What follows belongs to an exercise in optimizing a design on an open flow for small area and a short achievable clock period; a production flow would make more cautious choices.
Only simulation tests tie the RTL to the original design; equivalence was not proved.
No activity file was given, so power comes from the tool's default toggle rates.

==> design/flow/design.v <==
module regfile(clk, reset, wen, wsel, wdata, rsel, rdata);
input clk, reset, wen;
input [3:0] wsel, rsel;
input [15:0] wdata;
output [15:0] rdata;
wire [255:0] all;
wire [15:0] wd = reset ? 16'b0 : wdata;
genvar i;
generate for (i = 0; i < 16; i = i + 1) begin : regs
	reg [15:0] q;
	always @(posedge clk)
		if (reset | (wen & (wsel == i)))
			q <= wd;
	assign all[16*i +: 16] = q;
end endgenerate
wire [15:0] oh = 16'b1 << rsel;
reg [15:0] acc;
integer j;
always @(*) begin
	acc = 16'b0;
	for (j = 0; j < 16; j = j + 1)
		acc = acc | (all[16*j +: 16] & {16{oh[j]}});
end
assign rdata = acc;
endmodule
module aluPre(B, inst, OPB, SUB);
input [15:0] B, inst;
output [15:0] OPB;
output SUB;
wire [3:0] hi = inst[15:12];
wire [3:0] lo = inst[7:4];
wire [7:0] imm = inst[7:0];
wire immadd = (hi == 4'b0101) | (hi == 4'b0111) | (hi == 4'b1011) | (hi == 4'b0110);
wire immsub = (hi == 4'b1001);
wire b8     = (hi == 4'b0110) ? 1'b0 : (imm[7] ^ immsub);
assign SUB  = immsub | ((hi == 4'b0000) & (lo == 4'b1001));
assign OPB  = ((immadd | immsub) ? {7'b0, b8, imm} : B) ^ {16{SUB}};
endmodule
module _3710alu(A, OPB, CIN, RIGHT, inst, PASS, PB, C);
input [15:0] A, OPB, inst, PB;
input CIN, RIGHT, PASS;
output reg [15:0] C;
wire [3:0] hi = inst[15:12];
wire [3:0] lo = inst[7:4];
wire rform  = (hi == 4'b0000);
wire immop  = (hi == 4'b0101) | (hi == 4'b0111) | (hi == 4'b1011) |
              (hi == 4'b0110) | (hi == 4'b1001);
wire [15:0] B = OPB;    
wire [15:0] sum = A + OPB + {15'b0, CIN};
wire [15:0] ar, sl, shres;
genvar i;
generate for (i = 0; i < 16; i = i + 1) begin : rev
	assign ar[i] = RIGHT ? A[15-i] : A[i];
	assign shres[i] = RIGHT ? sl[15-i] : sl[i];
end endgenerate
assign sl = (|B[15:4]) ? 16'b0 : (ar << B[3:0]);
always @(*)
begin
	C = 16'b0;
	if (PASS)
		C = PB;
	else if (immop)
		C = sum;
	else if (rform)
		case (lo)
		4'b0101, 4'b0110, 4'b0111, 4'b0100, 4'b1001: C = sum;
		4'b0001: C = A & B;
		4'b0010: C = A | B;
		4'b0011: C = A ^ B;
		4'b1111: C = ~A;
		default: C = 16'b0;
		endcase
	else if (hi == 4'b1000 && (lo == 4'b0100 || lo == 4'b1111))
		C = shres;
end
endmodule
module FSM (clk, reset, rdata, state, addr_r, we);
input clk, reset;
input [15:0] rdata;
output reg [3:0] state;
output reg addr_r, we;
localparam RST   = 4'd0,  FIRST = 4'd1,  R1   = 4'd2,  R2   = 4'd3,
           L1    = 4'd4,  L2    = 4'd5,  J1   = 4'd6,  J2   = 4'd7,
           S1    = 4'd8,  S1I   = 4'd9,  S2   = 4'd10, WB   = 4'd11,
           JAL1  = 4'd12, JAL2  = 4'd13, JAL3 = 4'd14;
reg [3:0] nstate;
always @(*)
begin
	if (reset)
		nstate = RST;
	else
		case (state)
		RST, WB: nstate = FIRST;
		FIRST:
			if (rdata[15:12] == 4'b0100)
				case (rdata[7:4])
				4'b0000: nstate = L1;
				4'b0100: nstate = S1;
				4'b1100: nstate = J1;
				4'b1000: nstate = JAL1;
				default: nstate = FIRST;
				endcase
			else
				nstate = R1;
		R1:    nstate = R2;
		R2:    nstate = WB;
		S1:    nstate = S1I;
		S1I:   nstate = S2;
		S2:    nstate = RST;
		L1:    nstate = L2;
		L2:    nstate = RST;
		J1:    nstate = J2;
		J2:    nstate = FIRST;
		JAL1:  nstate = JAL2;
		JAL2:  nstate = JAL3;
		JAL3:  nstate = FIRST;
		default: nstate = RST;
		endcase
end
always @(posedge clk)
begin
	state  <= nstate;
	addr_r <= (nstate == S1) | (nstate == S1I) | (nstate == L1);
	we     <= (nstate == S1) | (nstate == S1I);
end
endmodule
module cpuDatapath(clk, reset, uart, mem_rdata, mem_addr, mem_wdata, mem_we);
input clk, reset;
input [7:0] uart;
input [15:0] mem_rdata;
output [15:0] mem_addr;
output [15:0] mem_wdata;
output mem_we;
localparam RST   = 4'd0,  FIRST = 4'd1,  R1   = 4'd2,  R2   = 4'd3,
           L1    = 4'd4,  L2    = 4'd5,  J1   = 4'd6,  J2   = 4'd7,
           S1    = 4'd8,  S1I   = 4'd9,  S2   = 4'd10, WB   = 4'd11,
           JAL1  = 4'd12, JAL2  = 4'd13, JAL3 = 4'd14;
wire [3:0] state;
wire addr_r;
reg [15:0] pc, p1, p2;
reg [3:0] dreg;
reg cin, right;
wire [15:0] rd, alu, opb;
wire sub;
FSM mainFsm(.clk(clk), .reset(reset), .rdata(mem_rdata), .state(state),
	.addr_r(addr_r), .we(mem_we));
wire st_wb   = (state == WB);
wire st_jal1 = (state == JAL1);
wire pc_en   = (state == R2) | (state == S2) | (state == L2) | (state == J1) |
               st_jal1 | (state == JAL2);
wire wen     = st_wb | (state == L2) | st_jal1;
wire [3:0] rsel = (state == S1) ? uart[3:0] :
                  (state == R1) ? mem_rdata[11:8] : mem_rdata[3:0];
wire [3:0] wsel = st_jal1 ? 4'b1111 : dreg;
regfile reg_bank(.clk(clk), .reset(reset), .wen(wen), .wsel(wsel),
	.wdata(st_wb ? p2 : mem_rdata), .rsel(rsel), .rdata(rd));
aluPre alu_pre(.B(p1), .inst(mem_rdata), .OPB(opb), .SUB(sub));
_3710alu alu0(.A(p1), .OPB(p2), .CIN(cin), .RIGHT(right), .inst(mem_rdata),
	.PASS(state != R2), .PB(opb), .C(alu));
always @(posedge clk)
begin
	dreg <= mem_rdata[11:8];
	right <= mem_rdata[4];
	cin <= sub;
	p1 <= rd;
	p2 <= alu;
	if (pc_en)
		pc <= (state == J1) ? p1 : pc + 16'd1;
	else if (reset)
		pc <= 16'b0;
end
assign mem_addr  = addr_r ? p1 : pc;
assign mem_wdata = {8'b0, uart};
endmodule
==> design/flow/flow/run.sh <==
#!/bin/bash
# The standard layout (standard.sh, all steps) with three changes to how
# it is made; the design, clock, constraints and checks are untouched:
# - ABC maps the logic with an area-recovering script (abc_map.script here,
#   used through a copy of ORFS's scripts folder in which only
#   abc_speed.script is replaced);
# - the port buffers that buffer_ports inserts are buf_4 instead of the
#   library's slow default, so the uart to mem_wdata feed-through is fast;
# - the clock tree uses clkbuf_4 leaf clusters of up to 10 flip-flops and no
#   dummy loads.
set -e
rm -rf scripts_mod
cp -r "$FLOW_HOME/scripts" scripts_mod
cp flow/abc_map.script scripts_mod/abc_speed.script
export BUFFER_PORTS_ARGS="-buffer_cell sky130_fd_sc_hd__buf_1"
export CTS_ARGS="-sink_clustering_enable -repair_clock_nets -dont_use_dummy_load -buf_list sky130_fd_sc_hd__clkbuf_4 -sink_clustering_size 10 -sink_clustering_max_diameter 60"
bash standard.sh SCRIPTS_DIR="$PWD/scripts_mod" SETUP_SLACK_MARGIN=5.9 finish > standard.log 2>&1
==> design/flow/flow/abc_map.script <==
&get -n
&st
&dch
&nf -R 1000 -p
&put
topo
stime -c
dnsize -c
==> design/flow/standard.sh <==
#!/bin/bash
# synth_recipe.tcl (not shown) runs the flow's synth.tcl, then flattens the netlist and writes it again
# the make line also repeats each setting of config.mk as NAME=value (left out here)
make -C /OpenROAD-flow-scripts/flow DESIGN_CONFIG=/design/flow/config.mk WORK_HOME=/design/flow/orfs CLKGATE_MAP_FILE= SYNTH_SCRIPT=/design/flow/synth_recipe.tcl "${@:-finish}"
==> design/flow/config.mk <==
export PLATFORM = sky130hd
export DESIGN_NAME = cpuDatapath
export DESIGN_NICKNAME = cpuDatapath
export VERILOG_FILES = /design/flow/design.v
export SDC_FILE = /design/flow/constraint.sdc
export NUM_CORES = 4
export LEC_CHECK = 0
export CAP_MARGIN = 20
export CORE_MARGIN = 2
export CORE_UTILIZATION = 65
export PLACE_DENSITY = 0.75
export SLEW_MARGIN = 20
==> design/flow/constraint.sdc <==
create_clock -name core_clock -period 10.0 [get_ports {clk}]
set_input_delay 2.0000 -clock core_clock [delete_from_list [all_inputs] [get_ports {clk}]]
set_output_delay 2.0000 -clock core_clock [all_outputs]
set_load 0.01 [all_outputs]
==> run summary, run 1 <==
Setup path:
- For the worst setup path, the data required time is 8.00 ns.
- The slowest stage of the critical path belongs to the cell sky130_fd_sc_hd__buf_6.
- In this design, the critical path's most frequently occurring cell is sky130_fd_sc_hd__buf_6.
- The worst setup path is captured at an output port.
- Together, buffers and inverters on the worst path number 2.
- The type of the worst setup path is primary input to output port.
- The type of origin of the critical path is a primary input.
- STA puts the critical path data arrival time at 2.22 ns.
- The worst-path maximum fanout is 2.
- The kind of cell with the highest combined delay on the critical path is buffers and inverters.
- The critical path goes through buf_6 > buf_6.
- The delay of the slowest cell on the worst path is 0.12 ns.

Clock tree:
- The depth of the CTS H-tree is 2.
- In this run, post-CTS hold repair placed 0 buffers.
- The clock-pin slew on the worst setup and hold paths is 0.10 ns.
- The number of buffers on the longest clock path is 3.
- The root buffer cell is sky130_fd_sc_hd__clkbuf_4.
- Counting the buffers created by CTS gives 40.
- The clock latency at the later pin of the worst-skew pair is around 0.67 ns.
- The number of clock sinks is around 320.
- TritonCTS built the clock tree.

Floorplan:
- The die covers around 0.024 sq mm.
- The vertical die dimension is 153.4 um.
- The initialized floorplan defines 54 standard-cell rows.
- The initial cell density of the core is 66.26%.
- Pin placement for this block handled 59 I/O pins.
- The die is about 150 um wide.
- The core region is 0.02189 sq mm.

STA:
- The ratio of final minimum period to clock period is a little over two fifths.
- The number of max-slew violations in the final report was 0.
- The worst clock skew on the final layout is 0.08458 ns.
- The pin slew with the least headroom to its limit is roughly 1.1 ns.
- The total negative slack for setup checks is 0 ns.
- The remaining max-slew budget at the tightest pin is 24.31%.
- Setup repair after global routing could not meet its margin everywhere.
- The clock period could shrink to 4.219 ns.
- The count of final hold-check violations is 0.
- Derived from the worst setup path, the maximum achievable clock frequency is 237.0 MHz.
- The count of final setup violators is 0.

Yosys:
- The number of distinct library cell variants in the gate-level netlist after synthesis is 49.
- After synthesis the cells add up to 0.01450 sq mm.
- Of the total synthesized cell area, the portion taken by AND, OR, NAND and NOR gates is 10.41%.
- The share of the synthesized netlist area taken by xor and xnor gates is 2.415%.
- Summing the areas of all compound-gate instances in the mapped netlist gives 17.70% of the synthesized area.
- For this run, asynchronously set or reset flops after synthesis account for 0%.
- The sequential fraction of the synthesis area is 62.39%.
- The number of synthesized flops with an enable pin is 272.
- The fraction of synthesized area in multiplexers is 1.941%.
- The post-synthesis adder-cell area fraction is 3.123%.
- The dominant combinational cell family by area after synthesis is compound AO/OA/AOI/OAI gates.
- The Yosys step of the flow raised 4 warnings.
- Among all flip-flop cells after synthesis, the most frequent one is sky130_fd_sc_hd__edfxtp_1.
- The average cell area after synthesis is 11.92 sq um.
- The number of flip-flops and latches in the synthesized netlist is 316.
- The gate count after technology mapping is 1217.

Placed design:
- In this run the cell area measured after placement is approximately 0.015 sq mm.
- The HPWL after detailed placement is 28620 um.
- During placement, the flow inserted port buffers numbering 42.
- The global placer's final weighted congestion is about 1.0.

Final layout:
- The layout cell share with drive strength beyond 1 is 10.13%.
- The area growth from synthesis to final layout is 9.326%.
- Leaving out fill and tap cells, the most frequent cell in the layout is sky130_fd_sc_hd__edfxtp_1.
- The final layout contains around 1400 nets.
- The area of all placed cells without fillers is 0.01586 sq mm.
- Fill cells in the final layout number 1575.
- Leaving out fill and tap cells, the most frequent cells in the layout are 272 x sky130_fd_sc_hd__edfxtp_1, 135 x sky130_fd_sc_hd__nand2_1, 107 x sky130_fd_sc_hd__nor2_1.

GRT:
- The met3 track demand over resource in global routing is 6.464%.
- The number of antenna violations at the first check in global routing is 1.
- The maximum number of pins on one net before global-route repair is 44.
- The layer flagged by global routing as most heavily used is met2.
- The wire length of the first global-routing pass is 63110 um.
- The via count of the first global-routing pass is 10560.
- For met2 alone, demand over resource in global routing was between 50% and 60%.
- In the global route stage, met1 resource usage came out at 47.28%.
- The global routing usage summed across all routing layers is 36.01%.
- The total grt overflow is 0.

Power and ir drop:
- VDD sags by at most 149.0 uV.
- For this design the static power due to leakage is around 5.7 nW.
- For this design the ratio of total power to cell area is ~240 mW/mm^2.

Routing:
- Wires add up to 42810 um.
- The via-per-instance ratio is around 6.9.
- The remaining antenna violation count after routing is 0.
- The initial DRC count is 1496.
- The routed via count is between 10000 and 15000.
- The first TritonRoute pass finished after 9 iterations.
- Dividing the detail-routed wire length by the instance count gives roughly 26 um.
- After detailed routing, the number of remaining DRC violations is 0.

Status:
- The run finished with no timing, DRC or antenna violations.

Min path:
- The path class of the tightest hold or removal check is register to register.

Run:
- The number of max-cap violations is 0.
layout make-up:
class / count / area, sq um / area share [%]
diodes: 1 / 2.502 / 0.01578
clock buffers: 40 / 300.3 / 1.894
inverters: 45 / 172.7 / 1.089
multi-input cells: 847 / 5266 / 33.21
flip-flops and latches: 316 / 9062 / 57.15
well taps: 280 / 350.3 / 2.209
repair buffers: 105 / 701.9 / 4.427
cells by family (layout without fill, tap and decap cells):
kind of cell,after synthesis,in the layout
multiplexers,28,28
AND/OR/NAND/NOR,344,344
AO/OA/AOI/OAI,392,392
XOR/XNOR,40,40
other,1,9
adder cells (fa/ha/maj),35,35
buffers and inverters,61,190
flip-flops,316,316
power by group:
part           total [mW]  switching [mW]  internal [mW]
logic                1.45           0.950          0.503
registers            1.79           0.194           1.60
clock network       0.568           0.383          0.185
final timing paths:
check                                from  depth (start not counted)            to  slack [ns]
hold reg to reg   reg_bank.regs[12].q[15]                          2        p1[15]        0.49
hold / removal    reg_bank.regs[12].q[15]                          2        p1[15]        0.49
setup / recovery                  uart[0]                          2  mem_wdata[0]        5.78
setup reg to reg                    p1[1]                         17        p2[13]        6.02
metrics by stage:
step | hold WS (ns) | worst slack, ns | std cells | power [mW] | utilization [%]
floorplan | 0.4394 | 5.904 | 1224 | 2.664 | -
global placement | 0.4687 | 5.536 | 1584 | 3.186 | 70.23
detailed placement | 0.4717 | 5.415 | 1584 | 3.201 | 70.23
CTS | 0.4897 | 5.787 | 1628 | 3.761 | 72.11
global route | 0.5211 | 5.706 | 1634 | 3.992 | 72.43
finish | 0.4881 | 5.781 | 1634 | 3.813 | 72.43
state kept, by name, summed over array words and instances, names as in the netlist:
register,flops
mainFsm.state,4
pc,16
mainFsm.we,1
right,1
p2,16
dreg,4
cin,1
mainFsm.addr_r,1
reg_bank.regs.q,256
p1,16
metal layers:
layer  wire [um]  vias to the layer above
met2       19650                      742
met3        4477                      145
li1            -                     5035
met1       15680                     5307
met4        3015                        0
met5           0                        -
cells in the mapped netlist (all sizes together) (16+ instances only):
master | number | area [sq um]
nor2 | 108 | 405.4
xnor2 | 23 | 201.4
edfxtp | 272 | 8168
nand4 | 18 | 112.6
ha | 33 | 412.9
nand2 | 135 | 506.7
mux2i | 27 | 270.3
o21ai | 119 | 595.6
a221oi | 42 | 367.9
nand3 | 30 | 150.1
xor2 | 17 | 148.9
clkinv | 45 | 168.9
a21oi | 105 | 525.5
a222oi | 47 | 470.5
buf | 16 | 120.1
dfxtp | 44 | 880.8
repair_timing:
action / 4_1_cts / 5_1_grt
setup endpoints to repair: 24 / 19
setup buffers: 4 / 5
gates resized for setup: 30 / 8
pin swaps: 0 / 1
worst reg2reg max path, stage by stage (launching register included):
cell	delay (ns)
sky130_fd_sc_hd__dfxtp_1	0.61
sky130_fd_sc_hd__clkinv_2	0.28
sky130_fd_sc_hd__ha_1	0.36
sky130_fd_sc_hd__nand3_1	0.08
sky130_fd_sc_hd__nand2_1	0.09
sky130_fd_sc_hd__a31oi_1	0.25
sky130_fd_sc_hd__nor2_1	0.10
sky130_fd_sc_hd__a211oi_2	0.28
sky130_fd_sc_hd__nor2_1	0.07
sky130_fd_sc_hd__a211oi_1	0.31
sky130_fd_sc_hd__nor2_1	0.12
sky130_fd_sc_hd__a211oi_2	0.33
sky130_fd_sc_hd__o21ai_0	0.14
sky130_fd_sc_hd__xor2_1	0.17
sky130_fd_sc_hd__a21oi_1	0.20
sky130_fd_sc_hd__o22ai_1	0.12
sky130_fd_sc_hd__a21oi_1	0.16
sky130_fd_sc_hd__o21ai_0	0.08
==> inputs of run 2 (changes only) <==
==> design/flow/flow/run.sh (replaced) <==
#!/bin/bash
set -e
rm -rf scripts_mod
cp -r "$FLOW_HOME/scripts" scripts_mod
cp flow/abc_map.script scripts_mod/abc_speed.script
export BUFFER_PORTS_ARGS="-buffer_cell sky130_fd_sc_hd__buf_1"
export CTS_ARGS="-sink_clustering_enable -repair_clock_nets -dont_use_dummy_load -buf_list sky130_fd_sc_hd__clkbuf_4 -sink_clustering_size 10 -sink_clustering_max_diameter 60"
bash standard.sh SCRIPTS_DIR="$PWD/scripts_mod" SETUP_SLACK_MARGIN=5.9 finish > standard.log 2>&1
--- a/design/flow/config.mk
+++ b/design/flow/config.mk
@@ -6,7 +6,7 @@
 export NUM_CORES = 4
 export LEC_CHECK = 0
-export CAP_MARGIN = 20
+export CAP_MARGIN = 0
 export CORE_MARGIN = 2
 export CORE_UTILIZATION = 65
 export PLACE_DENSITY = 0.75
-export SLEW_MARGIN = 20
+export SLEW_MARGIN = 0
==> run 2 against run 1 <==
Compared with the run above:
- register-to-register slack about the same
- critical endpoint unchanged
- critical path depth unchanged
- setup slack about the same
- routed wire length about the same
- largest cell class unchanged
- non-clock buffer count unchanged
- still clean on timing, DRC and antenna
- cell area about the same
- sequential power about the same
- global-route usage unchanged
==> run summary, run 2 <==
Min path:
- The min-delay analysis places its worst path in the category register to register.

Setup path:
- The critical path arrival is 2.22 ns.
- Together, buffers and inverters on the worst path number 2.
- The kind of cell with the highest combined delay on the critical path is buffers and inverters.
- The delay of the slowest cell on the worst path is 0.12 ns.
- Among all stages on the critical path, the largest delay is contributed by sky130_fd_sc_hd__buf_6.
- The required time reported for the critical path endpoint is 8.00 ns.
- The critical path goes through buf_6 > buf_6.
- STA classifies the critical path endpoint as an output port.
- By startpoint and endpoint, the worst setup path is classified as primary input to output port.
- The cell that appears most often on the critical path is sky130_fd_sc_hd__buf_6.
- The worst setup path is launched from a primary input.
- In this run the worst path has a maximum fanout of 2.

Floorplan:
- The initial utilization of the core area, before any placement, comes to roughly two thirds.
- The floorplan step defined a die boundary enclosing 0.02352 sq mm.
- The horizontal die dimension is roughly 150 um.
- The number of placed I/O pins is 59.
- The total area inside the core boundary comes to approximately 0.022 sq mm.
- The floorplan step set the die height to roughly 150 um.
- In this run the core area contains 54 standard-cell rows.

Routing:
- The total iterations of the first detailed-routing run is 6.
- Detailed routing inserted a total of ~11000 vias.
- The via-per-instance ratio is 6.888.
- The first routing iteration left 1518 violations.
- The remaining antenna violation count after routing is 0.
- After detailed routing, the average wire length per cell comes to 26.21 um.
- The final layout contains routed wiring with a total length of between 40000 and 50000 um.
- In the routed design, unresolved DRC markers number 0.

Final layout:
- After the last flow step, the layout net total stands at 1416.
- The layout has around 1600 filler cells.
- In the final layout, the share of cells above drive strength 1 is 9.978%.
- The flip-flop count of the largest register, all copies and words added is 256.
- Compared with the post-synthesis result, the final layout area differs by 9.274%.
- After routing the design area is 0.01585 sq mm.
- In the layout the commonest cells are 272 x sky130_fd_sc_hd__edfxtp_1, 135 x sky130_fd_sc_hd__nand2_1, 107 x sky130_fd_sc_hd__nor2_1.
- The most flop-heavy register is reg_bank.regs.q.
- Leaving out fill and tap cells, the most frequent cell in the layout is sky130_fd_sc_hd__edfxtp_1.
- For this run, the number of standard cells in the final layout without fillers is 1634.

GRT:
- For this run the aggregate overflow at the end of global routing stands at 0.
- The via count of the first global-routing pass is 10560.
- The number of antenna violations at the first check in global routing was 1.
- Global routing consumed, over all layers together, 36.01% of the routing resources.
- Entering global routing, the biggest net connects 44 pins.
- The first global-routing pass estimated 63110 um of wire.

Yosys:
- Ranked by total cell area, the synthesized netlist is headed by sky130_fd_sc_hd__edfxtp_1 56%, sky130_fd_sc_hd__dfxtp_1 6.1%, sky130_fd_sc_hd__o21ai_0 4.1%.
- In this run the mean area of a mapped cell was 11.92 sq um.
- The number of synthesized flops with an enable pin is 272.
- The share of flip-flops with an asynchronous set or reset is 0%.
- The dominant combinational cell family by area after synthesis is compound AO/OA/AOI/OAI gates.
- After synthesis, the share of cell area in mux cells is 1.941%.
- By count the netlist is led by 272 x sky130_fd_sc_hd__edfxtp_1, 135 x sky130_fd_sc_hd__nand2_1, 119 x sky130_fd_sc_hd__o21ai_0.
- Among all flip-flop cells after synthesis, the most frequent one is sky130_fd_sc_hd__edfxtp_1.
- For this run, the number of Yosys warnings is 4.
- The share of the synthesized netlist area taken by xor and xnor gates is under 10%.
- The number of flip-flops and latches in the synthesized netlist is 316.
- The synthesized-area fraction occupied by ao, oa, aoi and oai cells is 17.70%.
- The synthesized netlist occupies a cell area of between 0.01 and 0.015 sq mm.
- For this run, the register share of the synthesized area comes to 62.39%.
- The fraction of synthesized cell area taken by the top area cell type is 56.31%.
- Summed over all instances, the cell type with the most area after synthesis is sky130_fd_sc_hd__edfxtp_1.
- The post-synthesis adder-cell area fraction is 3.123%.
- The simple logic cell fraction of the synthesized area is 10.41%.
- The most common cell in the netlist is sky130_fd_sc_hd__edfxtp_1.
- Synthesis produced a netlist whose cell count is 1217.
- The number of distinct library cell variants in the gate-level netlist after synthesis is 49.

Clock tree:
- Clock-pin slew was measured on the worst setup and hold paths at 0.11 ns.
- The number of buffers on the longest clock path is 3.
- In this run, CTS created clock tree buffers numbering 40.
- TritonCTS built the clock tree.
- The number of clock sinks is 316.
- In this run the number of H-tree levels came out at 2.
- The number of hold buffers added after CTS was 0.
- The root buffer cell is sky130_fd_sc_hd__clkbuf_4.
- The clock latency at the later pin of the worst-skew pair is 0.68 ns.

Placed design:
- The number of placed instances, taps included, is approximately 1600.
- The count of buffers from port buffering is 42.
- At the end of routability-driven placement, the weighted congestion stood at 1.043.
- The placed instance area is approximately 0.015 sq mm.
- Timing analysis after detailed placement gives a worst setup slack of 5.415 ns.
- The HPWL after detailed placement is 28620 um.

STA:
- After routing, the total negative slack on setup checks comes to 0 ns.
- The pin slew with the least headroom to its limit is around 1.3 ns.
- The count of final hold-check violations came to 0.
- Setup slack on the critical path of the routed design comes to between 5 and 6 ns.
- Counting I/O delays and the setup requirement, the final critical path takes 4.218 ns.
- Setup violations remaining at the end of the flow were counted as 0.
- The worst clock skew on the final layout is 0.09154 ns.
- For this run, the top clock speed supported by timing is between 200 and 250 MHz.
- The ratio of final minimum period to clock period is 42.18%.
- Setup repair after global routing could not meet its margin everywhere.
- The number of max-slew violations in the final report was 0.
- Measured against its own limit, the worst slew margin works out to 13.75%.

Run:
- The tool flagged a number of max-cap violations equal to 0.

Power and ir drop:
- The cell internal power dissipation is between 2 and 2.5 mW.
- In this run, the clock network consumes around 15% of the power.
- The share of total power in sequential cells is 47.0%.
- Across the VDD grid, the largest voltage drop is 149.1 uV.
- Power spread over the standard cell area amounts to 240.7 mW/mm^2.
- The analysis attributes to cell leakage a power of 5.665 nW.
- The switching share of power is about two fifths.
- The total power after layout is 3.815 mW.
- The part of the total power dissipated in combinational logic is 38.0%.
- The analysis attributes to net switching a power of 1.529 mW.

Status:
- The run finished with no timing, DRC or antenna violations.
-- run 2: worst reg2reg max path: stages, from the launching register on --
cell                       delay (ns)
sky130_fd_sc_hd__dfxtp_1         0.61
sky130_fd_sc_hd__clkinv_2        0.28
sky130_fd_sc_hd__ha_1            0.36
sky130_fd_sc_hd__nand3_1         0.08
sky130_fd_sc_hd__nand2_1         0.09
sky130_fd_sc_hd__a31oi_1         0.25
sky130_fd_sc_hd__nor2_1          0.10
sky130_fd_sc_hd__a211oi_2        0.29
sky130_fd_sc_hd__nor2_1          0.07
sky130_fd_sc_hd__a211oi_1        0.31
sky130_fd_sc_hd__nor2_1          0.12
sky130_fd_sc_hd__a211oi_2        0.33
sky130_fd_sc_hd__o21ai_0         0.15
sky130_fd_sc_hd__xor2_1          0.17
sky130_fd_sc_hd__a21oi_1         0.20
sky130_fd_sc_hd__o22ai_1         0.11
sky130_fd_sc_hd__a21oi_1         0.16
sky130_fd_sc_hd__o21ai_0         0.08
-- run 2: kinds of logic after synthesis --
logic type | count (synthesis)
AO/OA/AOI/OAI | 392
XOR/XNOR | 40
adder cells (fa/ha/maj) | 35
buffers and inverters | 61
flip-flops | 316
multiplexers | 28
other | 1
AND/OR/NAND/NOR | 344
-- run 2: repair_timing --
item                       CTS  global route
setup buffers                4             5
hold endpoints to repair     0             0
pin swaps                    0             1
setup endpoints to repair   24            19
resized for setup           30             8
-- run 2: power by group through the flow --
stage | Clock [mW] | Combinational (mW) | Sequential (mW)
finish | 0.571 | 1.45 | 1.79
global route | 0.618 | 1.57 | 1.81
CTS | 0.576 | 1.40 | 1.78
detailed placement | 0 | 1.39 | 1.81
global placement | 0 | 1.38 | 1.80
floorplan | 0 | 0.924 | 1.74
-- run 2: per-stage QoR --
step                hold WS (ns)  utilization [%]
floorplan                 0.4394                -
global placement          0.4687            70.23
detailed placement        0.4717            70.23
CTS                       0.4897            72.11
global route              0.5211            72.40
finish                    0.4763            72.40
-- run 2: cell type report --
type	instances	area [sq um]	share of cell area (%)
antenna	1	2.502	0.01579
clock buffer	40	300.3	1.895
inverter	45	172.7	1.089
sequential	316	9062	57.18
multi-input combinational	847	5259	33.18
tap	280	350.3	2.210
timing repair buffer	105	701.9	4.429
-- run 2: path summary, 6_finish.rpt --
kind	startpoint	to	slack, ns	cells past startpoint
worst max-delay path	uart[0]	mem_wdata[0]	5.78	2
worst min register to register	reg_bank.regs[11].q[0]	p1[0]	0.48	2
worst min-delay path	reg_bank.regs[11].q[0]	p1[0]	0.48	2
worst max register to register	p1[1]	p2[13]	6.02	17
-- run 2: per-layer routing --
layer | share of wire, % | track usage, % | vias up
li1 | - | - | 5027
met1 | 36 | 47.28 | 5339
met2 | 46 | 56.48 | 747
met3 | 11 | 6.464 | 142
met4 | 6.9 | 22.02 | 0
met5 | 0 | 0 | -
==> inputs of run 3 (changes only) <==
--- a/design/flow/config.mk
+++ b/design/flow/config.mk
@@ -6,7 +6,7 @@
 export NUM_CORES = 4
 export LEC_CHECK = 0
-export CAP_MARGIN = 0
+export CAP_MARGIN = 20
 export CORE_MARGIN = 2
 export CORE_UTILIZATION = 65
 export PLACE_DENSITY = 0.75
-export SLEW_MARGIN = 0
+export SLEW_MARGIN = 20
==> run 3 against run 2 <==
Compared with the run above:
- synthesized cell count is the same
- count of clock-buffer cells in the layout is the same
- final cell count is the same
- clock power is essentially flat
- combinational power is essentially flat
- setup slack is essentially flat
- via count shrank 0.23%
- global-route usage is the same
- critical endpoint unchanged
- largest power group unchanged
==> run summary, run 3 <==
Status:
- The flow ran to the end and the layout has no timing, DRC or antenna violations.

Clock tree:
- The number of clock sinks is between 300 and 400.
- The number of buffers on the longest clock path is 3.
- The number of clock buffers inserted by TritonCTS is 40.
- The tree is rooted in a sky130_fd_sc_hd__clkbuf_4.
- The clock latency at the later pin of the worst-skew pair is 0.67 ns.
- The clock-pin slew on the worst setup and hold paths is 0.10 ns.
- TritonCTS built the clock tree.
- The depth of the CTS H-tree is 2.
- The number of buffers inserted for hold repair after clock tree synthesis is 0.

Floorplan:
- The horizontal die dimension is roughly 150 um.
- The vertical die dimension is 153.4 um.
- The initial utilization of the core area, before any placement, comes to about two thirds.
- The number of placed I/O pins is 59.
- The die covers 0.02352 sq mm.
- The area of the placeable core is 0.02189 sq mm.
- The number of rows in the core area is 54.

Setup path:
- The worst-path maximum fanout is 2.
- The critical path arrival is 2.22 ns.
- The source of the critical timing path is uart[0].
- STA puts the critical path data required time at 8.00 ns.
- The critical path goes through buf_6 > buf_6.
- The most numerous cell on the critical path is sky130_fd_sc_hd__buf_6.
- The critical path is of the primary input to output port type.
- The worst setup path is launched from a primary input.
- Among all stages on the critical path, the largest delay is contributed by sky130_fd_sc_hd__buf_6.
- The count of buffer and inverter cells on the critical path is 2.
- In this design, the largest share of critical-path delay is due to buffers and inverters.
- The delay of the slowest cell on the worst path is 0.12 ns.
- The worst register-to-register path begins at p1[1].
- The category of the worst setup path capture point is an output port.

Routing:
- Summed over all layers, the routed wires come to 42810 um.
- The via-per-instance ratio is 6.872.
- The first TritonRoute pass finished after 9 iterations.
- The detail route stage leaves a number of antenna-violating nets equal to 0.
- Detailed routing inserted a total of 11230 vias.
- In this run, the number of DRC markers left after iteration 0 of detailed routing was 1496.
- For this run, design rule violations remaining after detail routing come to 0.
- Dividing the detail-routed wire length by the instance count gives 26.20 um.

Power and ir drop:
- IR analysis of the VDD net gives a maximum drop of about 150 uV.
- The static leakage is 5.664 nW.
- The power per cell area is 240.5 mW/mm^2.
- The total power after layout is 3.813 mW.

Yosys:
- The gate count after technology mapping is 1217.
- After synthesis, the largest area contributor takes up 56.31% of total cell area.
- The synthesized design contains roughly 320 register bits.
- The average cell area after synthesis is 11.92 sq um.
- Ranked by instance count, the synthesized netlist is headed by 272 x sky130_fd_sc_hd__edfxtp_1, 135 x sky130_fd_sc_hd__nand2_1, 119 x sky130_fd_sc_hd__o21ai_0.
- After synthesis, the cell types taking the most area are sky130_fd_sc_hd__edfxtp_1 56%, sky130_fd_sc_hd__dfxtp_1 6.1%, sky130_fd_sc_hd__o21ai_0 4.1%.
- The number of warning messages in the yosys log is 4.
- The number of different library cells used by synthesis comes to 49.
- Summing the sequential cell areas from Yosys gives 62.39% of the chip area.
- Counting flops with a built-in enable in the synthesized netlist gives 272.
- By instance count, the leading cell after synthesis is sky130_fd_sc_hd__edfxtp_1.
- For this run, the leading register cell type out of synthesis is sky130_fd_sc_hd__edfxtp_1.
- The share of flip-flops with an asynchronous set or reset is 0%.
- The library cell with the largest summed area after synthesis is sky130_fd_sc_hd__edfxtp_1.
- The synthesized netlist occupies a cell area of 0.01450 sq mm.

GRT:
- The via count of the first global-routing pass is 10560.
- The total grt overflow is 0.
- The first global-routing pass estimated about 63000 um of wire.
- The maximum number of pins on one net before global-route repair is 44.
- The number of antenna violations at the first check in global routing is 1.
- Global routing consumed, over all layers together, ~36% of the routing resources.

Placed design:
- The count of buffers from port buffering is 42.
- The HPWL after detailed placement is 28620 um.
- The global placer's final weighted congestion is 1.043.

Final layout:
- Ranked by flip-flop count, first place goes to reg_bank.regs.q.
- In the final layout, the multi-input gates occupy 0.005266 sq mm.
- The register with the most flip-flops in the layout has 256 of them.
- The layout cell share with drive strength beyond 1 is between 10% and 20%.
- The layout has 1575 filler cells.
- The end-of-flow core utilization is between 70% and 80%.
- The sequential cell area is 0.009062 sq mm.
- The net total in the final layout is 1416.
- In the layout the commonest cells are 272 x sky130_fd_sc_hd__edfxtp_1, 135 x sky130_fd_sc_hd__nand2_1, 107 x sky130_fd_sc_hd__nor2_1.
- The area growth from synthesis to final layout is 9.326%.
- Leaving out fill and tap cells, the most frequent cell in the layout is sky130_fd_sc_hd__edfxtp_1.

Run:
- The number of max-cap violations is 0.

STA:
- The worst path needs roughly 4.2 ns of the cycle, external delays included.
- The number of max-slew violations in the final report is 0.
- For the pin with the worst max-slew slack, the measured transition is 1.135 ns.
- After routing, the total negative slack on setup checks comes to 0 ns.
- Derived from the worst setup path, the maximum achievable clock frequency is 237.0 MHz.
- In the finished design, the share of the clock period the worst path needs comes to a little over two fifths.
- On the final layout, the worst clock skew is 0.08458 ns.
- Setup repair after global routing could not meet its margin everywhere.
- The final-layout worst hold slack is 0.4881 ns.
- Measured against its own limit, the worst slew margin works out to 24.31%.
- The count of final setup violators is 0.
- The count of final hold-check violations was 0.

Min path:
- The worst hold-check path type is register to register.
- In this run the most critical hold path is launched from reg_bank.regs[12].q[15].
## run 3: cell counts after synthesis
Identical to the previous run, type by type.
## run 3: path summary, 6_finish.rpt
check,slack [ns],depth (start not counted),endpoint
worst max-delay path,5.78,2,mem_wdata[0]
worst min-delay path,0.49,2,p1[15]
worst max register to register,6.02,17,p2[13]
worst min register to register,0.49,2,p1[15]
## run 3: where the power goes
group,internal (mW),switching (mW),leakage [nW]
registers,1.60,0.194,3.14
logic,0.503,0.950,2.34
clock network,0.185,0.383,0.184
## run 3: cell type report
cell class	count	share of cell area [%]
Timing Repair Buffer	105	4.427
Antenna cell	1	0.01578
Sequential cell	316	57.15
Tap cell	280	2.209
Clock buffer	40	1.894
Multi-Input combinational cell	847	33.21
Inverter	45	1.089
## run 3: stage by stage
step,setup slack [ns],cell area [sq um],instances
after floorplan,5.904,14570,1224
after global placement,5.536,15370,1584
after detailed placement,5.415,15370,1584
after CTS,5.787,15790,1628
after global routing,5.706,15860,1634
final,5.781,15860,1634
## run 3: cells by family after synthesis
group           count (synthesis)  share of synthesized area, %
mux                            28                         1.941
buf+inv                        61                         1.993
compound gates                392                         17.70
xor+xnor                       40                         2.415
other cells                     1                       0.02586
flops                         316                         62.39
simple gates                  344                         10.41
fa+ha+maj                      35                         3.123
## run 3: worst min-delay path, cell delays in order, from the launching register on
cell and delay (ns):
sky130_fd_sc_hd__edfxtp_1 0.33, sky130_fd_sc_hd__a21oi_1 0.06, sky130_fd_sc_hd__nand3_1 0.08
## run 3: metal layers
layer	wire, um	vias to the layer above	GRT usage, %
met5	0	-	0
met4	3015	0	22.02
met3	4477	145	6.464
met2	19650	742	56.48
met1	15680	5307	47.28
li1	-	5035	-
## run 3: what timing repair did
action	4_1_cts	5_1_grt
buffers inserted	4	5
pin swaps	0	1
gates resized for setup	30	8
hold endpoints to repair	0	0
endpoints found under the setup margin	24	19
==> inputs of run 4 (changes only) <==
==> design/flow/flow/run.sh (replaced) <==
#!/bin/bash
set -e
rm -rf scripts_mod
cp -r "$FLOW_HOME/scripts" scripts_mod
cp flow/abc_map.script scripts_mod/abc_speed.script
export BUFFER_PORTS_ARGS="-buffer_cell sky130_fd_sc_hd__buf_1"
export PLACE_PINS_ARGS=" -group_pins {uart[0] mem_wdata[0]} -group_pins {uart[1] mem_wdata[1]} -group_pins {uart[2] mem_wdata[2]} -group_pins {uart[3] mem_wdata[3]} -group_pins {uart[4] mem_wdata[4]} -group_pins {uart[5] mem_wdata[5]} -group_pins {uart[6] mem_wdata[6]} -group_pins {uart[7] mem_wdata[7]}"
export CTS_ARGS="-sink_clustering_enable -repair_clock_nets -dont_use_dummy_load -buf_list sky130_fd_sc_hd__clkbuf_8 -sink_clustering_size 16 -sink_clustering_max_diameter 80"
bash standard.sh SCRIPTS_DIR="$PWD/scripts_mod" SETUP_SLACK_MARGIN=5.9 finish > standard.log 2>&1
==> run 4 against run 3 <==
Compared with the run above:
- synthesized cell count unchanged
- critical path depth unchanged
- global-route usage up 0.54 points
- synthesized area did not move
- register-to-register slack lost 0.03 ns
- critical endpoint is now mem_wdata[1]
- largest cell class unchanged
==> run summary, run 4 <==
Status:
- The run finished with no timing, DRC or antenna violations.

Setup path:
- For this run, the slowest stage of the critical path takes 0.11 ns.
- Traced cell by cell, the critical path runs through buf_8 > buf_6.
- The critical path arrival is 2.21 ns.
- The type of origin of the critical path is a primary input.
- STA puts the critical path data required time at 8.00 ns.
- The largest individual stage delay along the critical path comes from the cell sky130_fd_sc_hd__buf_6.
- The category of the worst setup path capture point is an output port.
- Together, buffers and inverters on the worst path number 2.
- The startpoint of the worst-slack reg-to-reg timing path is p1[1].
- Broken down by cell family, the worst path's largest delay share belongs to buffers and inverters.
- The source of the critical timing path is uart[1].
- The type of the worst setup path is primary input to output port.
- The worst-path maximum fanout is 2.

Power and ir drop:
- The internal portion of the total power is 2.304 mW.
- Dividing total power by cell area gives a power density of between 200 and 250 mW/mm^2.
- The analysis attributes to net switching a power of 1.507 mW.
- The share of total power dissipated in the clock network is 15.4%.
- The static leakage is roughly 5.6 nW.
- The share of total power dissipated in sequential elements is 47.5%.
- Combinational logic is responsible for a little under two fifths of the overall power.
- The maximum VDD drop is ~150 uV.
- The switching share of power is 39.55%.

STA:
- The worst pin sits at a relative slew slack of 28.02%.
- The total negative slack for setup checks is 0 ns.
- On the final layout, the worst clock skew is 0.07832 ns.
- For the pin with the worst max-slew slack, the measured transition is 1.079 ns.
- The number of max-slew violations in the final report is 0.
- In the finished design, the share of the clock period the worst path needs comes to approximately 42%.
- The count of final setup violators is 0.
- The count of final hold-check violations is 0.
- The final-layout worst hold slack is 0.4857 ns.
- Setup repair after global routing could not meet its margin everywhere.
- The smallest clock period supported by the final layout is computed as between 4 and 5 ns.
- Timing would allow up to ~240 MHz.

Floorplan:
- The number of placed I/O pins is 59.
- The horizontal die dimension is 153.4 um.
- The floorplan step defined a core boundary enclosing 0.02189 sq mm.
- Once the floorplan was initialized, standard cells occupied 66.26% of the core.
- The die covers approximately 0.024 sq mm.
- The vertical die dimension is 153.4 um.
- The number of rows in the core area is 54.

Routing:
- The via-per-instance ratio is 6.979.
- The routed via count is about 11000.
- Dividing the detail-routed wire length by the instance count gives 26.81 um.
- The final layout contains routed wiring with a total length of 43140 um.
- For this run, design rule violations remaining after detail routing come to 0.
- The first TritonRoute pass finished after 9 iterations.
- Once detail routing completed, the nets flagged for antenna violations numbered 0.
- In this run, the number of DRC markers left after iteration 0 of detailed routing was 1521.

GRT:
- The busiest metal layer after global routing is met2.
- The number of antenna violations at the first check in global routing is 0.
- Summed over all layers, the global routing overflow is 0.
- The met3 track demand over resource in global routing is 5.330%.
- The met2 routing resource usage after global routing is 60.12%.
- The global routing met1 resource utilization is 47.59%.
- Global routing consumed, over all layers together, 36.55% of the routing resources.
- The via count of the first global-routing pass is 10510.
- Entering global routing, the biggest net connects 44 pins.
- The wire length of the first global-routing pass is 64120 um.

Run:
- The number of max-cap violations is 0.

Yosys:
- Counting flops with an async set or reset pin after synthesis yields a share of 0%.
- The dominant register cell in the synthesized netlist is sky130_fd_sc_hd__edfxtp_1.
- The gate count after technology mapping is 1217.
- The biggest area contributor in the post-synthesis netlist is sky130_fd_sc_hd__edfxtp_1.
- The post-synthesis instance area is 0.01450 sq mm.
- The most common cell in the netlist is sky130_fd_sc_hd__edfxtp_1.
- By area the synthesized netlist is led by sky130_fd_sc_hd__edfxtp_1 56%, sky130_fd_sc_hd__dfxtp_1 6.1%, sky130_fd_sc_hd__o21ai_0 4.1%.
- The average cell area after synthesis is 11.92 sq um.
- The commonest cells after synthesis are 272 x sky130_fd_sc_hd__edfxtp_1, 135 x sky130_fd_sc_hd__nand2_1, 119 x sky130_fd_sc_hd__o21ai_0.
- Counting flops and latches in the post-synthesis netlist gives ~320.
- The number of synthesized flops with an enable pin is between 200 and 300.
- The synthesized design devotes to its leading area cell type 56.31% of total area.
- The number of distinct library cell variants in the gate-level netlist after synthesis is 49.
- The number of warning messages in the yosys log is 4.
- Sequential cells were found to cover between 60 and 70% of the synthesized design area.

Clock tree:
- The CTS tree is done.
- The clock latency at the later pin of the worst-skew pair is 0.58 ns.
- The depth of the CTS H-tree is 1.
- The clock-pin slew on the worst setup and hold paths is 0.09 ns.
- CTS saw 316 sinks.
- The cell sitting at the root of the clock tree is a sky130_fd_sc_hd__clkbuf_8.
- The clock passes through at most 3 buffers.
- The number of clock buffers inserted by TritonCTS is 24.

Final layout:
- 0 antenna diodes ended up in the layout.
- The top cell types in the final layout, fill and taps aside, are 272 x sky130_fd_sc_hd__edfxtp_1, 135 x sky130_fd_sc_hd__nand2_1, 103 x sky130_fd_sc_hd__o21ai_0.
- The flip-flop count of the largest register, all copies and words added is between 200 and 300.
- Ranked by flip-flop count, first place goes to reg_bank.regs.q.
- The layout cell share with drive strength beyond 1 is roughly 8.7%.
- The net total in the final layout is around 1400.
- The most frequent standard cell in the layout excluding fill and tap cells is sky130_fd_sc_hd__edfxtp_1.
- Relative to the synthesized area, the layout overhead comes to 9.162%.
- The fill cell instance count of the final layout is 1538.

Placed design:
- The count of buffers from port buffering is 42.
- After legalization and detailed placement, the total HPWL measured 29140 um.
- The congestion estimate from routability-driven global placement came to 0.9899.

Min path:
- The startpoint of the most critical hold path is reg_bank.regs[8].q[10].
- The worst hold path belongs to the class register to register.
## run 4: cell counts after synthesis
Identical to the previous run, type by type.
## run 4: logic make-up after synthesis
group | synth area share [%]
AOI/OAI and AO/OA | 17.70
adders and majority gates | 3.123
muxes | 1.941
other | 0.02586
xor gates and xnor gates | 2.415
and+or+nand+nor | 10.41
buffers and inverters | 1.993
DFF | 62.39
## run 4: area by class of cell
type	instances	area (sq um)	area share (%)
repair buffers	97	645.6	4.078
multi-input cells	847	5274	33.31
well taps	280	350.3	2.213
flip-flops and latches	316	9061	57.23
inverters	45	171.4	1.083
clock buffers	24	330.3	2.086
## run 4: worst paths after layout
kind / endpoint / slack (ns) / cells past startpoint
hold / removal: p1[10] / 0.49 / 2
setup reg to reg: p2[11] / 5.99 / 16
hold reg to reg: p1[10] / 0.49 / 2
setup / recovery: mem_wdata[1] / 5.79 / 2
## run 4: worst min-delay path, stage by stage (launching register included)
cell and delay, ns:
sky130_fd_sc_hd__edfxtp_1 0.33, sky130_fd_sc_hd__a221oi_1 0.07, sky130_fd_sc_hd__nand3_1 0.07
## run 4: power by group through the flow
stage / logic (mW) / clock network (mW) / registers, mW
after floorplan: 0.924 / 0 / 1.74
after global placement: 1.37 / 0 / 1.82
after detailed placement: 1.37 / 0 / 1.82
after CTS: 1.38 / 0.590 / 1.80
after global routing: 1.54 / 0.631 / 1.82
final: 1.42 / 0.587 / 1.81
## run 4: through the flow
step	total power [mW]	utilization [%]	instances	setup slack, ns	area (sq um)
global placement	3.184	70.08	1578	5.533	15340
global route	3.991	72.33	1609	5.700	15830
CTS	3.769	72.13	1606	5.799	15790
finish	3.812	72.33	1609	5.793	15830
floorplan	2.664	-	1224	5.904	14570
detailed placement	3.198	70.10	1578	5.440	15350
## run 4: layer usage
metal  vias to the layer above  share of wire, %  routed length [um]
li1                       4974                 -                   -
met1                      5443                36               15690
met2                       679                48               20680
met3                       133               9.6                4155
met4                         0               6.1                2618
met5                         -                 0                   0
## run 4: repair_timing
item,in CTS,in global routing
hold buffers,0,0
pin swaps,0,1
gates resized for setup,30,8
buffers inserted,4,3
endpoints found under the setup margin,11,28
==> inputs of run 5 (changes only) <==
--- a/design/flow/flow/run.sh
+++ b/design/flow/flow/run.sh
@@ -7,3 +7,3 @@
 export PLACE_PINS_ARGS=" -group_pins {uart[0] mem_wdata[0]} -group_pins {uart[1] mem_wdata[1]} -group_pins {uart[2] mem_wdata[2]} -group_pins {uart[3] mem_wdata[3]} -group_pins {uart[4] mem_wdata[4]} -group_pins {uart[5] mem_wdata[5]} -group_pins {uart[6] mem_wdata[6]} -group_pins {uart[7] mem_wdata[7]}"
 export CTS_ARGS="-sink_clustering_enable -repair_clock_nets -dont_use_dummy_load -buf_list sky130_fd_sc_hd__clkbuf_8 -sink_clustering_size 16 -sink_clustering_max_diameter 80"
-bash standard.sh SCRIPTS_DIR="$PWD/scripts_mod" SETUP_SLACK_MARGIN=5.9 finish > standard.log 2>&1
+bash standard.sh SCRIPTS_DIR="$PWD/scripts_mod" SETUP_SLACK_MARGIN=6.1 finish > standard.log 2>&1
==> run 5 against run 4 <==
Compared with the run above:
- still clean
- synthesized area unchanged
- non-clock buffer count increased by 10
- register-to-register slack improved by 0.30 ns
- highest routed layer unchanged
==> run summary, run 5 <==
Status:
- The flow ran to the end and the layout has no timing, DRC or antenna violations.

Final layout:
- The end-of-flow core utilization is between 70 and 80%.
- The register with the most flip-flops in the layout has roughly 260 of them.
- The area growth from synthesis to final layout is 10.08%.
- The multi-input gate area in the final layout is 0.005316 sq mm.
- The library cell used most frequently in the layout, excluding fill and tap cells, is sky130_fd_sc_hd__edfxtp_1.
- The top cell types in the final layout, fill and taps aside, are 272 x sky130_fd_sc_hd__edfxtp_1, 135 x sky130_fd_sc_hd__nand2_1, 107 x sky130_fd_sc_hd__nor2_1.
- Counting flops per register, the top entry is reg_bank.regs.q.
- The final layout contains around 1400 nets.
- The non-filler instance count after layout is between 1500 and 2000.
- The fill cell instance count of the final layout is 1523.
- Of the cells placed in the final design, the portion with a size suffix greater than 1 is 10.16%.
- The final antenna diode count is 0.
- The sequential cell area is 0.009069 sq mm.

Yosys:
- Yosys attributes the largest share of cell area to sky130_fd_sc_hd__edfxtp_1 56%, sky130_fd_sc_hd__dfxtp_1 6.1%, sky130_fd_sc_hd__o21ai_0 4.1%.
- The simple logic cell fraction of the synthesized area is a little over a tenth.
- The commonest cells after synthesis are 272 x sky130_fd_sc_hd__edfxtp_1, 135 x sky130_fd_sc_hd__nand2_1, 119 x sky130_fd_sc_hd__o21ai_0.
- The fraction of synthesized cell area taken by the top area cell type is 56.31%.
- During synthesis, Yosys emitted a total of 4 warnings.
- Summing the areas of all fa, ha and maj instances in the mapped netlist gives 3.123% of the synthesized area.
- The sequential fraction of the synthesis area is 62.39%.
- In the synthesized netlist the async set-or-reset flop fraction comes to 0%.
- The average cell area after synthesis is 11.92 sq um.
- Yosys instantiated no cell more often than sky130_fd_sc_hd__edfxtp_1.
- The number of flip-flops and latches in the synthesized netlist is roughly 320.
- The share of the synthesized netlist area taken by xor and xnor gates is roughly 2.4%.
- In the synthesized netlist, mux cells make up roughly 1.9% of the area.
- The dominant register cell in the synthesized netlist is sky130_fd_sc_hd__edfxtp_1.
- The dominant combinational cell family by area after synthesis is compound AO/OA/AOI/OAI gates.
- Summed over all instances, the cell type with the most area after synthesis is sky130_fd_sc_hd__edfxtp_1.
- Synthesis produced approximately 1200 cells.
- The synthesized-area fraction occupied by ao, oa, aoi and oai cells is 17.70%.
- The number of synthesized flops with an enable pin is 272.
- The cell area that synthesis handed to floorplanning was 0.01450 sq mm.
- After synthesis, the netlist uses 49 different library cells.

STA:
- The total negative slack for setup checks is 0 ns.
- Timing would allow up to between 200 and 250 MHz.
- The count of final setup violators is 0.
- The worst clock skew on the final layout is 0.05393 ns.
- The remaining max-slew budget at the tightest pin is a little under a third.
- At the pin with the least slew margin, the transition time is 1.015 ns.
- The number of max-slew violations in the final report is 0.
- The count of final hold-check violations came to 0.
- Setup repair after global routing could not meet its margin everywhere.
- The ratio of final minimum period to clock period is between 40% and 50%.
- For the finished layout, the period the worst path requires is 4.210 ns.

Setup path:
- The delay of the slowest cell on the worst path is 0.11 ns.
- The worst-path maximum fanout is 2.
- Together, buffers and inverters on the worst path number 2.
- The worst setup path is of the primary input to output port kind.
- Across all register-to-register paths, the minimum setup slack is 6.29 ns.
- The signal on the critical path passes through buf_8 > buf_6.
- Data arrives at the worst endpoint at ~2.2 ns.
- The type of origin of the critical path is a primary input.
- The worst setup path is captured at an output port.
- For this design, the slowest cell found on the critical path is sky130_fd_sc_hd__buf_6.
- In this run the critical register-to-register path is captured at p2[13].
- The startpoint identified for the worst register-to-register timing path is p2[2].
- Broken down by cell family, the worst path's largest delay share belongs to buffers and inverters.
- For the worst flop-to-flop path, the logic depth is 17.
- At the worst endpoint, the required time is 8.00 ns.

Clock tree:
- CTS built an H-tree with a depth of 1.
- Clock latency on the worst-skew pair, taken at its later pin, is 0.59 ns.
- The number of clock buffers inserted by TritonCTS is 24.
- After clock tree synthesis, the flow added hold-fix buffers numbering 0.
- The number of clock sinks is 316.
- Clock-pin slew was measured on the worst setup and hold paths at ~0.10 ns.
- The number of buffers on the longest clock path is 3.
- TritonCTS built the clock tree.
- The root buffer cell chosen for the clock tree is sky130_fd_sc_hd__clkbuf_8.

GRT:
- The maximum number of pins on one net before global-route repair is 44.
- The number of antenna violations at the first check in global routing came to 0.
- The wire length of the first global-routing pass is 63940 um.
- The via count of the first global-routing pass is roughly 11000.
- After global routing the overflow that remains totals 0.
- The global routing usage summed across all routing layers is ~36%.

Power and ir drop:
- The maximum VDD drop is roughly 150 uV.
- The power per cell area is 241.8 mW/mm^2.
- The static leakage is 5.688 nW.
- The total power after layout is just under 4 mW.

Routing:
- The via-per-instance ratio is 6.889.
- The initial DRC count is 1452.
- For this run, design rule violations remaining after detail routing come to 0.
- Once detail routing completed, the nets flagged for antenna violations numbered 0.
- Dividing the detail-routed wire length by the instance count gives 26.77 um.
- The total detailed-routing wirelength is 43350 um.
- Summing over every cut layer, the via total after detailed routing is 11150.
- The first detailed-routing pass took 5 iterations.

Floorplan:
- Once the floorplan was initialized, standard cells occupied about two thirds of the core.
- During I/O placement, the number of pins put on the boundary was 59.
- The area of the placeable core is 0.02189 sq mm.
- The floorplan has 54 rows.
- The die is 153.4 um wide.
- The die is roughly 150 um tall.
- The die outline area is approximately 0.024 sq mm.

Placed design:
- The global placer's final weighted congestion is 1.029.
- The wire-length estimate of the detail-placed layout is between 20000 and 30000 um.
- Once placement completed, the tool counted placed cells totaling 1587.
- The count of buffers from port buffering is 42.

Min path:
- The path with the worst hold slack has its endpoint at p1[6].
- The worst hold-check path type is register to register.
- In this run the most critical hold path is launched from reg_bank.regs[7].q[6].
- The number of cells on the worst hold path is 2.

Run:
- The number of max-cap violations is 0.
## run 5: repair_timing
item,in CTS,in global routing
pin swaps,1,0
resized for setup,34,23
endpoints found under the setup margin,25,25
buffers inserted,5,3
## run 5: final cells by class
class / count / share of cell area (%)
Clock buffer: 24 / 2.069
Multi-Input combinational cell: 847 / 33.30
Sequential cell: 316 / 56.80
Timing Repair Buffer: 107 / 4.514
Inverter: 45 / 1.121
Tap cell: 280 / 2.194
## run 5: through the flow
| step | hold WS, ns | area (sq um) | setup slack, ns |
|---|---|---|---|
| finish | 0.4699 | 15970 | 5.790 |
| global route | 0.4979 | 15970 | 5.789 |
| floorplan | 0.4394 | 14570 | 5.904 |
| CTS | 0.4952 | 15850 | 5.799 |
| global placement | 0.4674 | 15390 | 5.414 |
| detailed placement | 0.4754 | 15390 | 5.321 |
## run 5: power breakdown
group,total (mW),internal [mW],switching (mW)
Combinational,1.46,0.510,0.951
Clock,0.596,0.215,0.381
Sequential,1.81,1.60,0.204
## run 5: cells by family after synthesis
| kind of cell | count (synthesis) |
|---|---|
| other | 1 |
| xor gates and xnor gates | 40 |
| DFF | 316 |
| and+or+nand+nor | 344 |
| buffers and inverters | 61 |
| AOI/OAI and AO/OA | 392 |
| adders and majority gates | 35 |
| muxes | 28 |
## run 5: how the worst max path moves through the flow
stage                       startpoint           end  slack, ns  cells past startpoint
final                          uart[0]  mem_wdata[0]       5.79                      2
after global placement    mem_rdata[7]         p2[9]       5.41                      9
after global routing           uart[0]  mem_wdata[0]       5.79                      2
after floorplan                uart[0]  mem_wdata[0]       5.90                      1
after detailed placement  mem_rdata[7]        p2[15]       5.32                      8
after CTS                      uart[0]  mem_wdata[0]       5.80                      2
## run 5: layer usage
| metal | global-route usage, % | vias up | share of wire, % |
|---|---|---|---|
| met5 | 0 | - | 0 |
| met4 | 20.62 | 0 | 7.0 |
| met3 | 4.848 | 146 | 9.9 |
| met2 | 58.78 | 687 | 47 |
| met1 | 47.72 | 5324 | 36 |
| li1 | - | 4996 | - |
==> inputs of run 6 (changes only) <==
--- a/design/flow/design.v
+++ b/design/flow/design.v
@@ -1,7 +1,7 @@
-module regfile(clk, reset, wen, wsel, wdata, rsel, rdata);
+module regfile(clk, reset, wen, wsel, wdata, asel, adata, bsel, bdata);
 input clk, reset, wen;
-input [3:0] wsel, rsel;
+input [3:0] wsel, asel, bsel;
 input [15:0] wdata;
-output [15:0] rdata;
+output [15:0] adata, bdata;
 wire [255:0] all;
 wire [15:0] wd = reset ? 16'b0 : wdata;
@@ -14,43 +14,38 @@
 	assign all[16*i +: 16] = q;
 end endgenerate
-wire [15:0] oh = 16'b1 << rsel;
-reg [15:0] acc;
+wire [15:0] aoh = 16'b1 << asel;
+wire [15:0] boh = 16'b1 << bsel;
+reg [15:0] aacc, bacc;
 integer j;
 always @(*) begin
-	acc = 16'b0;
-	for (j = 0; j < 16; j = j + 1)
-		acc = acc | (all[16*j +: 16] & {16{oh[j]}});
+	aacc = 16'b0;
+	bacc = 16'b0;
+	for (j = 0; j < 16; j = j + 1) begin
+		aacc = aacc | (all[16*j +: 16] & {16{aoh[j]}});
+		bacc = bacc | (all[16*j +: 16] & {16{boh[j]}});
+	end
 end
-assign rdata = acc;
+assign adata = aacc;
+assign bdata = bacc;
 endmodule
-module aluPre(B, inst, OPB, SUB);
-input [15:0] B, inst;
-output [15:0] OPB;
-output SUB;
+module _3710alu(A, B, inst, C);
+input [15:0] A, B, inst;
+output reg [15:0] C;
 wire [3:0] hi = inst[15:12];
 wire [3:0] lo = inst[7:4];
 wire [7:0] imm = inst[7:0];
+wire rform  = (hi == 4'b0000);
 wire immadd = (hi == 4'b0101) | (hi == 4'b0111) | (hi == 4'b1011) | (hi == 4'b0110);
 wire immsub = (hi == 4'b1001);
+wire sub    = immsub | (rform & (lo == 4'b1001));
 wire b8     = (hi == 4'b0110) ? 1'b0 : (imm[7] ^ immsub);
-assign SUB  = immsub | ((hi == 4'b0000) & (lo == 4'b1001));
-assign OPB  = ((immadd | immsub) ? {7'b0, b8, imm} : B) ^ {16{SUB}};
-endmodule
-module _3710alu(A, OPB, CIN, RIGHT, inst, PASS, PB, C);
-input [15:0] A, OPB, inst, PB;
-input CIN, RIGHT, PASS;
-output reg [15:0] C;
-wire [3:0] hi = inst[15:12];
-wire [3:0] lo = inst[7:4];
-wire rform  = (hi == 4'b0000);
-wire immop  = (hi == 4'b0101) | (hi == 4'b0111) | (hi == 4'b1011) |
-              (hi == 4'b0110) | (hi == 4'b1001);
-wire [15:0] B = OPB;    
-wire [15:0] sum = A + OPB + {15'b0, CIN};
+wire [15:0] opb = (immadd | immsub) ? {7'b0, b8, imm} : B;
+wire [15:0] sum = A + (opb ^ {16{sub}}) + {15'b0, sub};
+wire right = lo[0];
 wire [15:0] ar, sl, shres;
 genvar i;
 generate for (i = 0; i < 16; i = i + 1) begin : rev
-	assign ar[i] = RIGHT ? A[15-i] : A[i];
-	assign shres[i] = RIGHT ? sl[15-i] : sl[i];
+	assign ar[i] = right ? A[15-i] : A[i];
+	assign shres[i] = right ? sl[15-i] : sl[i];
 end endgenerate
 assign sl = (|B[15:4]) ? 16'b0 : (ar << B[3:0]);
@@ -58,7 +53,5 @@
 begin
 	C = 16'b0;
-	if (PASS)
-		C = PB;
-	else if (immop)
+	if (immadd | immsub)
 		C = sum;
 	else if (rform)
@@ -138,9 +131,7 @@
 wire [3:0] state;
 wire addr_r;
-reg [15:0] pc, p1, p2;
+reg [15:0] pc, p2;
 reg [3:0] dreg;
-reg cin, right;
-wire [15:0] rd, alu, opb;
-wire sub;
+wire [15:0] ra, rb, alu;
 FSM mainFsm(.clk(clk), .reset(reset), .rdata(mem_rdata), .state(state),
 	.addr_r(addr_r), .we(mem_we));
@@ -150,25 +141,19 @@
                st_jal1 | (state == JAL2);
 wire wen     = st_wb | (state == L2) | st_jal1;
-wire [3:0] rsel = (state == S1) ? uart[3:0] :
-                  (state == R1) ? mem_rdata[11:8] : mem_rdata[3:0];
 wire [3:0] wsel = st_jal1 ? 4'b1111 : dreg;
 regfile reg_bank(.clk(clk), .reset(reset), .wen(wen), .wsel(wsel),
-	.wdata(st_wb ? p2 : mem_rdata), .rsel(rsel), .rdata(rd));
-aluPre alu_pre(.B(p1), .inst(mem_rdata), .OPB(opb), .SUB(sub));
-_3710alu alu0(.A(p1), .OPB(p2), .CIN(cin), .RIGHT(right), .inst(mem_rdata),
-	.PASS(state != R2), .PB(opb), .C(alu));
+	.wdata(st_wb ? p2 : mem_rdata),
+	.asel(mem_rdata[11:8]), .adata(ra), .bsel(mem_rdata[3:0]), .bdata(rb));
+_3710alu alu0(.A(ra), .B(rb), .inst(mem_rdata), .C(alu));
 always @(posedge clk)
 begin
 	dreg <= mem_rdata[11:8];
-	right <= mem_rdata[4];
-	cin <= sub;
-	p1 <= rd;
 	p2 <= alu;
 	if (pc_en)
-		pc <= (state == J1) ? p1 : pc + 16'd1;
+		pc <= (state == J1) ? rb : pc + 16'd1;
 	else if (reset)
 		pc <= 16'b0;
 end
-assign mem_addr  = addr_r ? p1 : pc;
+assign mem_addr  = addr_r ? rb : pc;
 assign mem_wdata = {8'b0, uart};
 endmodule
--- a/design/flow/flow/run.sh
+++ b/design/flow/flow/run.sh
@@ -7,3 +7,3 @@
 export PLACE_PINS_ARGS=" -group_pins {uart[0] mem_wdata[0]} -group_pins {uart[1] mem_wdata[1]} -group_pins {uart[2] mem_wdata[2]} -group_pins {uart[3] mem_wdata[3]} -group_pins {uart[4] mem_wdata[4]} -group_pins {uart[5] mem_wdata[5]} -group_pins {uart[6] mem_wdata[6]} -group_pins {uart[7] mem_wdata[7]}"
 export CTS_ARGS="-sink_clustering_enable -repair_clock_nets -dont_use_dummy_load -buf_list sky130_fd_sc_hd__clkbuf_8 -sink_clustering_size 16 -sink_clustering_max_diameter 80"
-bash standard.sh SCRIPTS_DIR="$PWD/scripts_mod" SETUP_SLACK_MARGIN=6.1 finish > standard.log 2>&1
+bash standard.sh SCRIPTS_DIR="$PWD/scripts_mod" SETUP_SLACK_MARGIN=4.5 finish > standard.log 2>&1
==> run 6 against run 5 <==
Compared with the run above:
- combinational power decreased by 37%
- sequential cell count decreased by 18
- clock skew increased by 0.017 ns
- still clean
- sequential share of layout area decreased by 9.8 points
==> run summary, run 6 <==
Final layout:
- The register with the most flip-flops in the layout has 256 of them.
- Summing all multi-input logic gate instances after layout gives roughly 0.0076 sq mm.
- Cells fill 78.76% of the core in the end.
- The library cells used most frequently in the layout, excluding fill and tap cells, are 272 x sky130_fd_sc_hd__edfxtp_1, 141 x sky130_fd_sc_hd__nor2_1, 120 x sky130_fd_sc_hd__nand2_1.
- The most frequent standard cell in the layout excluding fill and tap cells is sky130_fd_sc_hd__edfxtp_1.
- In the final layout, the registers with the most flip-flops are reg_bank.regs.q: 256 flops, p2: 16 flops, pc: 16 flops.
- Compared with the post-synthesis result, the final layout area differs by 19.00%.

GRT:
- The via count of the first global-routing pass is 12800.
- The global routing usage summed across all routing layers is about two fifths.
- The number of antenna violations at the first check in global routing was 0.
- The maximum number of pins on one net before global-route repair is 67.
- The total grt overflow is 0.

Power and ir drop:
- The power per cell area is ~160 mW/mm^2.
- The maximum VDD drop is 140.3 uV.

Clock tree:
- The number of buffers on the longest clock path is 3.
- The clock-pin slew on the worst setup and hold paths is 0.11 ns.
- The CTS tree is done.
- In this run the number of H-tree levels came out at 1.
- The clock net in this run drives a total of 298 sinks.
- Buffers inserted to repair hold after CTS numbered 0.

Setup path:
- The setup check on the worst reg-to-reg path leaves a slack of 4.97 ns.
- The worst setup path endpoint is mem_addr[0].
- In this run the critical register-to-register path is launched from reg_bank.regs[0].q[0].
- The critical path arrival is 4.74 ns.
- The worst-path maximum fanout is 16.
- Tracing the worst setup path back leads to its startpoint at mem_rdata[0].

Yosys:
- After synthesis, the netlist uses 54 different library cells.
- The cell area that synthesis handed to floorplanning was 0.01553 sq mm.
- The sequential fraction of the synthesis area is a little under three fifths.
- Of the post-synthesis cell area, the dominant cell type holds 52.58%.

STA:
- The count of final hold-check violations is 0.
- The number of max-slew violations in the final report is 0.
- The count of final setup violators is 0.
- Clock skew on the completed layout was measured at 0.07097 ns.
- Setup repair after global routing could not meet its margin everywhere.
- The worst pin sits at a relative slew slack of between 20% and 30%.
- For the final routed database, the setup TNS stands at 0 ns.
- In the finished design, the share of the clock period the worst path needs comes to 67.45%.
- Based on the critical path, the design can be clocked at up to between 100 and 150 MHz.

Routing:
- After detailed routing, the average wire length per cell comes to 28.96 um.
- In this run, the number of DRC markers left after iteration 0 of detailed routing was 2924.
- The first TritonRoute pass finished after 13 iterations.
- The routed layout has 14000 vias.
- Once detail routing completed, the nets flagged for antenna violations numbered 0.

Status:
- The flow ran to the end and the layout has no timing, DRC or antenna violations.

Min path:
- The worst hold-check path type is register to register.

Placed design:
- At the end of routability-driven placement, the weighted congestion stood at 0.9722.

Floorplan:
- The die outline area is 0.02515 sq mm.
- The number of placed I/O pins is 59.
## run 6: changes by cell type after synthesis, sizes merged, moves of 10 or more
| cell | change |
|---|---|
| a31o | +12 |
| a21oi | -18 |
| a222oi | +42 |
| nor3 | +23 |
| dfxtp | -18 |
| ha | +14 |
| nand4 | +20 |
| a22oi | +57 |
| nor2 | +49 |
| o21ai | -51 |
| nand2 | -10 |
## run 6: layer usage
| metal | part of all wire (%) | global-route usage [%] | vias up |
|---|---|---|---|
| met5 | 0 | 0 | - |
| met4 | 5.8 | 21.58 | 0 |
| met3 | 14 | 10.21 | 229 |
| met2 | 46 | 66.40 | 1272 |
| met1 | 34 | 53.78 | 6611 |
| li1 | - | - | 5889 |
## run 6: cell families after synthesis
group | count (synthesis) | share of synthesized area, %
and+or+nand+nor | 454 | 13.52
AOI/OAI and AO/OA | 431 | 20.41
DFF | 298 | 55.93
buffers and inverters | 57 | 1.764
adders and majority gates | 48 | 3.914
xor gates and xnor gates | 43 | 2.424
muxes | 31 | 2.014
other | 1 | 0.02414
## run 6: power by group
group	switching, mW	total (mW)	internal [mW]
logic	0.554	0.915	0.361
registers	0.0799	1.56	1.48
clock network	0.371	0.569	0.198
## run 6: timing repair
action / CTS / global route
pin swaps: 44 / 78
gates resized for setup: 86 / 142
setup buffers: 44 / 41
endpoints found under the setup margin: 32 / 32
## run 6: critical path: stages
cell	delay [ns]
sky130_fd_sc_hd__buf_6	0.10
sky130_fd_sc_hd__buf_8	0.13
sky130_fd_sc_hd__buf_4	0.13
sky130_fd_sc_hd__buf_4	0.15
sky130_fd_sc_hd__nand3_1	0.12
sky130_fd_sc_hd__nor2_1	0.09
sky130_fd_sc_hd__buf_6	0.18
sky130_fd_sc_hd__a221o_1	0.35
sky130_fd_sc_hd__a221o_1	0.27
sky130_fd_sc_hd__a221o_1	0.25
sky130_fd_sc_hd__a221o_1	0.29
sky130_fd_sc_hd__a221oi_4	0.27
sky130_fd_sc_hd__buf_6	0.17
sky130_fd_sc_hd__a21oi_4	0.06
sky130_fd_sc_hd__buf_6	0.16
## run 6: cell type report
| cell class | instances | area share, % |
|---|---|---|
| clock buffer | 22 | 1.638 |
| tap | 319 | 2.159 |
| multi-input combinational | 1015 | 40.87 |
| sequential | 298 | 47.01 |
| timing repair buffer | 169 | 7.289 |
| inverter | 41 | 1.036 |
## run 6: through the flow
step / hold slack (ns) / setup WS [ns] / std cells / total power, mW / instance area [sq um]
5_1_grt: 0.7835 / 3.214 / 1864 / 3.133 / 18490
3_5_place_dp: 0.6619 / 2.053 / 1757 / 2.237 / 16660
3_3_place_gp: 0.6312 / 2.168 / 1757 / 2.228 / 16660
2_1_floorplan: 0.5713 / 3.582 / 1370 / 2.006 / 15820
4_1_cts: 0.6912 / 3.383 / 1823 / 2.835 / 17580
6_report: 0.6896 / 3.255 / 1864 / 3.040 / 18490
## run 6: worst min path at each step
stage / cells past startpoint / end / from / slack, ns
after floorplan: 2 / mainFsm.state[2] / mainFsm.state[2] / 0.57
after global placement: 2 / mainFsm.state[2] / mainFsm.state[2] / 0.63
after detailed placement: 2 / mainFsm.state[2] / mainFsm.state[2] / 0.66
after CTS: 2 / mainFsm.state[2] / mainFsm.state[2] / 0.69
after global routing: 3 / reg_bank.regs[9].q[5] / p2[5] / 0.78
final: 2 / mainFsm.state[2] / mainFsm.state[2] / 0.69

Re-timed with assumed drivers on the ports (clkbuf_16 on the clock, buf_2 on other inputs), run 6 has 3.214 ns of setup slack against 3.255 ns with ideal ports, and 2.901 ns once port delays also move by the mid clock arrival of 0.599 ns.
